What follows belongs to an exercise in optimizing a design on an open flow for small area; a production flow would make more cautious choices.
Only simulation tests tie the RTL to the original design; equivalence was not proved.
Power figures rest on the tool's default switching activity, not on a simulated workload.

[flow/design.v]
module DPRAM_Banked_Arch #(
    parameter DATA_WIDTH = 8,           
    parameter ADDR_WIDTH = 6,           
    parameter NUM_BANKS  = 4            
)(
    input  wire                     clk,
    input  wire                     we_a,
    input  wire [ADDR_WIDTH-1:0]    addr_a,
    input  wire [DATA_WIDTH-1:0]    din_a,
    output reg  [DATA_WIDTH-1:0]    dout_a,
    input  wire                     we_b,
    input  wire [ADDR_WIDTH-1:0]    addr_b,
    input  wire [DATA_WIDTH-1:0]    din_b,
    output reg  [DATA_WIDTH-1:0]    dout_b
);
    localparam BANK_ADDR_WIDTH = ADDR_WIDTH - $clog2(NUM_BANKS);   
    localparam BANK_DEPTH      = 1 << BANK_ADDR_WIDTH;
    reg [DATA_WIDTH-1:0] banks[NUM_BANKS-1:0][0:BANK_DEPTH-1];
    wire [$clog2(NUM_BANKS)-1:0] bank_sel_a = addr_a[ADDR_WIDTH-1:ADDR_WIDTH-$clog2(NUM_BANKS)];
    wire [$clog2(NUM_BANKS)-1:0] bank_sel_b = addr_b[ADDR_WIDTH-1:ADDR_WIDTH-$clog2(NUM_BANKS)];
    wire [BANK_ADDR_WIDTH-1:0]   bank_addr_a = addr_a[BANK_ADDR_WIDTH-1:0];
    wire [BANK_ADDR_WIDTH-1:0]   bank_addr_b = addr_b[BANK_ADDR_WIDTH-1:0];
    integer i;
    always @(posedge clk) begin
        for (i = 0; i < NUM_BANKS; i = i + 1) begin
            if (bank_sel_a == i) begin
                if (we_a)
                    banks[i][bank_addr_a] <= din_a;
                dout_a <= banks[i][bank_addr_a];
            end
            if (bank_sel_b == i) begin
                if (bank_sel_b != bank_sel_a || !we_a) begin
                    if (we_b)
                        banks[i][bank_addr_b] <= din_b;
                end
                dout_b <= banks[i][bank_addr_b];
            end
        end
    end
endmodule
[flow/run.sh]
#!/bin/bash
# synth_recipe.tcl (not shown) runs the flow's synth.tcl, then flattens the netlist and writes it again
# the make line also repeats each setting of config.mk as NAME=value (left out here)
make -C /OpenROAD-flow-scripts/flow DESIGN_CONFIG=/design/flow/config.mk WORK_HOME=/design/flow/orfs CLKGATE_MAP_FILE= SYNTH_SCRIPT=/design/flow/synth_recipe.tcl finish
[flow/config.mk]
export PLATFORM = sky130hd
export DESIGN_NAME = DPRAM_Banked_Arch
export DESIGN_NICKNAME = DPRAM_Banked_Arch
export VERILOG_FILES = /design/flow/design.v
export SDC_FILE = /design/flow/constraint.sdc
export NUM_CORES = 4
export LEC_CHECK = 0
export CAP_MARGIN = 20
export CORE_MARGIN = 2
export CORE_UTILIZATION = 40
export PLACE_DENSITY = 0.6
export SLEW_MARGIN = 20
[flow/constraint.sdc]
create_clock -name core_clock -period 5.0 [get_ports {clk}]
set_input_delay 1.0000 -clock core_clock [delete_from_list [all_inputs] [get_ports {clk}]]
set_output_delay 1.0000 -clock core_clock [all_outputs]
set_load 0.01 [all_outputs]
==> impl_metrics.env <==
export IMPL_htreeDepth=2
export IMPL_drv_slew=0
export IMPL_vias=15200
export IMPL_power_switching_share=0.232
export IMPL_peakVddDrop_v=0.000254
export IMPL_holdPathStages=3
export IMPL_rr_worst_depth=4
export IMPL_syn_inst=1371
export IMPL_finalCritPeriodShare=0.752
export IMPL_ys_types=55
export IMPL_layout_nets=1521
export IMPL_rsz0062_at_grt="false"
export IMPL_r2r_start="banks[54][0]"
export IMPL_criticalPathCategory="in -> reg"
export IMPL_pwr_density_cell_mw_per_mm2=353
export IMPL_holdPathEnd="dout_a[5]"
export IMPL_wl_per_cell_um=32.5
export IMPL_postPlaceCellArea_mm2=0.0277
export IMPL_synth_top_cell_by_area="edfxtp_1"
export IMPL_synthTopCellsByArea="edfxtp_1 62%, mux4_2 21%, mux2i_1 3.8%"
export IMPL_comb_power_share=0.102
export IMPL_setup_viol=0
export IMPL_switching_power_uw=2430
export IMPL_final_cell_mix="528 x edfxtp_1, 240 x mux4_2, 106 x buf_4"
export IMPL_path_cells="clkdlybuf4s50_1 > nor2b_1 > nand2_1 > a21oi_2 > mux2_2 > nor4_2 > buf_4"
export IMPL_yosysWarnings=1
export IMPL_grt_overflow=0
export IMPL_wl_met1_um=30900
export IMPL_die_area_mm2=0.0660
export IMPL_synth_ff_type="edfxtp_1"
export IMPL_cp_end_kind="register"
export IMPL_cts_buffers=57
export IMPL_area_delta_synth_final_pct=16.1
export IMPL_post_cts_setup_buffers=0
export IMPL_grt_max_degree=81
export IMPL_slowest_stage="clkdlybuf4s50_1"
export IMPL_dp_final_hpwl_um=52000
export IMPL_drt_wl_total_um=77300
export IMPL_ctsResizeCount=0
export IMPL_finalClockSkew_ps=25.2
export IMPL_clockBufferDepth=3
export IMPL_drc=0
export IMPL_port_buffer_count=46
export IMPL_synth_edf_count=528
export IMPL_final_common_cell="edfxtp_1"
export IMPL_cts_root_buf="clkbuf_16"
export IMPL_row_count=92
export IMPL_p_seq_frac=0.479
export IMPL_die_w_um=257
export IMPL_hp_start="banks[24][5]"
export IMPL_wl_met3_um=6990
export IMPL_tightest_slew_ps=1190
export IMPL_max_cap_violations=0
export IMPL_synth_top_area_share=0.619
export IMPL_internal_power_uw=8040
export IMPL_critical_path_buf_inv_count=2
export IMPL_hold_buffers=0
export IMPL_coreArea_mm2=0.0632
export IMPL_via_per_inst=6.39
export IMPL_cp_top_family="simple AND/OR/NAND/NOR gates"
export IMPL_cts_tree="done"
export IMPL_cp_start_kind="input port"
export IMPL_leakagePower_uw=0.00940
export IMPL_min_period_ps=3760
export IMPL_antenna_left=0
export IMPL_dr_max_layer_used="met5"
export IMPL_met2_length_um=36300
export IMPL_cp_max_fo=8
export IMPL_cp_required_ps=5320
export IMPL_async_flop_share=0
export IMPL_tns_ps=0
export IMPL_status="timing/DRC/antenna clean"
export IMPL_max_stage_delay_ps=730
export IMPL_hold_path_class="reg -> reg"
export IMPL_clkSlewWorstSetupHoldPaths_ps=60
export IMPL_syn_area_mm2=0.0256
export IMPL_clock_latency_ps=630
export IMPL_hold_viol=0
export IMPL_rr_endpoint="dout_a[0]"
export IMPL_synth_area_per_cell_um2=18.7
export IMPL_drt_first_pass_iters=5
export IMPL_grt_pass1_wl_um=110000
export IMPL_fmax_ghz=0.266
export IMPL_gp_congestion=0.914
export IMPL_fin_area_mm2=0.0297
export IMPL_clock_power_share=0.419
export IMPL_max_slew_margin_rel=0.206
export IMPL_ys_ff_latch=528
export IMPL_seq_area_frac_synth=0.619
export IMPL_num_io_pins=47
export IMPL_crit_arrival_ps=4080
export IMPL_drt_iter0_markers=1939
export IMPL_grt_pass1_vias=15300
export IMPL_antenna_found_initial=0
export IMPL_drive_above_1_share=0.360
export IMPL_clkSinkCount=528
export IMPL_grtUsageTotal=0.234
export IMPL_initial_core_util=0.405
export IMPL_die_h_um=257
export IMPL_r2r_setup_slack_ps=2260
[cells in the mapped netlist (all sizes together) (7+ instances only)]
cell,n
a221oi,33
nand3,17
a31oi,7
edfxtp,528
nor3,11
mux2,50
nand2,32
nor2b,17
mux2i,96
o21ai,17
a21oi,19
nor2,38
nor4,50
mux4,240
buf,65
clkbuf,45
nand2b,14
a22oi,15
[worst min-delay path: cells and delay by family (launching register included)]
| kind | cells | cell delay [ps] |
|---|---|---|
| flip-flops | 1 | 340 |
| AO/OA/AOI/OAI | 2 | 220 |
| multiplexers | 1 | 230 |
[sequential cells by signal, summed over array words and instances, names as in the netlist]
| signal | cells |
|---|---|
| dout_b | 8 |
| dout_a | 8 |
| banks | 512 |
[layer usage]
metal,GRT usage,up-vias
met4,0.0866,2
li1,-,6170
met5,0.0139,-
met3,0.0521,165
met2,0.367,764
met1,0.319,8108
[kinds of logic after synthesis]
group           after synthesis  share of synthesized area
flops                       528                      0.619
mux                         386                      0.271
simple gates                201                     0.0416
compound gates              140                     0.0411
buf+inv                     115                     0.0270
other cells                   1                   0.000147
[power by group through the flow]
stage / clock network [uW] / logic (uW) / registers [uW]
after floorplan: 0 / 636 / 5100
final: 4390 / 1070 / 5010
after CTS: 4450 / 1050 / 5010
after detailed placement: 0 / 1050 / 5110
after global routing: 4610 / 1110 / 5020
after global placement: 0 / 1040 / 5100
[through the flow]
| step | worst slack (ps) | power (uW) | cells | hold WS [ps] | utilization |
|---|---|---|---|---|---|
| floorplan | 1400 | 5740 | 1386 | 808 | - |
| global placement | 645 | 6140 | 2275 | 892 | 0.438 |
| detailed placement | 541 | 6150 | 2275 | 886 | 0.438 |
| CTS | 1160 | 10500 | 2376 | 881 | 0.469 |
| global route | 1130 | 10700 | 2378 | 930 | 0.470 |
| finish | 1240 | 10500 | 2379 | 886 | 0.470 |
[worst max-delay path by stage]
stage | start | end | slack (ps) | depth (start not counted)
after global placement | addr_b[5] | banks[55][5] | 650 | 7
after global routing | addr_b[5] | banks[17][7] | 1130 | 7
final | addr_b[5] | banks[17][4] | 1240 | 7
after detailed placement | addr_b[5] | banks[62][0] | 540 | 7
after floorplan | addr_b[4] | banks[40][0] | 1400 | 6
after CTS | addr_b[5] | banks[61][1] | 1160 | 7
[final cells by class]
cell class | count | area [um2]
multi-input cells | 743 | 9510
well taps | 846 | 1060
clock inverters | 37 | 437
repair buffers | 155 | 1330
flip-flops and latches | 528 | 15900
fillers | 5267 | 33500
diodes | 1 | 2.50
inverters | 5 | 18.8
clock buffers | 64 | 1500

[afterwards: timing with drivers on the ports]
The results above use ideal ports. As a check the final layout listed here was re-extracted and re-timed, cells and wires unchanged.
Step 1, drivers: a clkbuf_16 drives clk and a buf_2 each remaining input, both assumed.
Step 2 also shifts input and output timing later by t, the mid clock arrival at the registers, as if the neighbouring blocks saw the same clock.
Slacks: no drivers / after step 1 / after step 2; pairs: no drivers / after step 1.
t (ns): 0.678
setup slack, ns: 1.242 / 1.277 / 0.599
clock arrival spread, ns: 0.028 / 0.028
After both steps this run still meets setup and hold. The setup slack of this run moves by +0.035 ns with the drivers and by -0.643 ns with both steps.
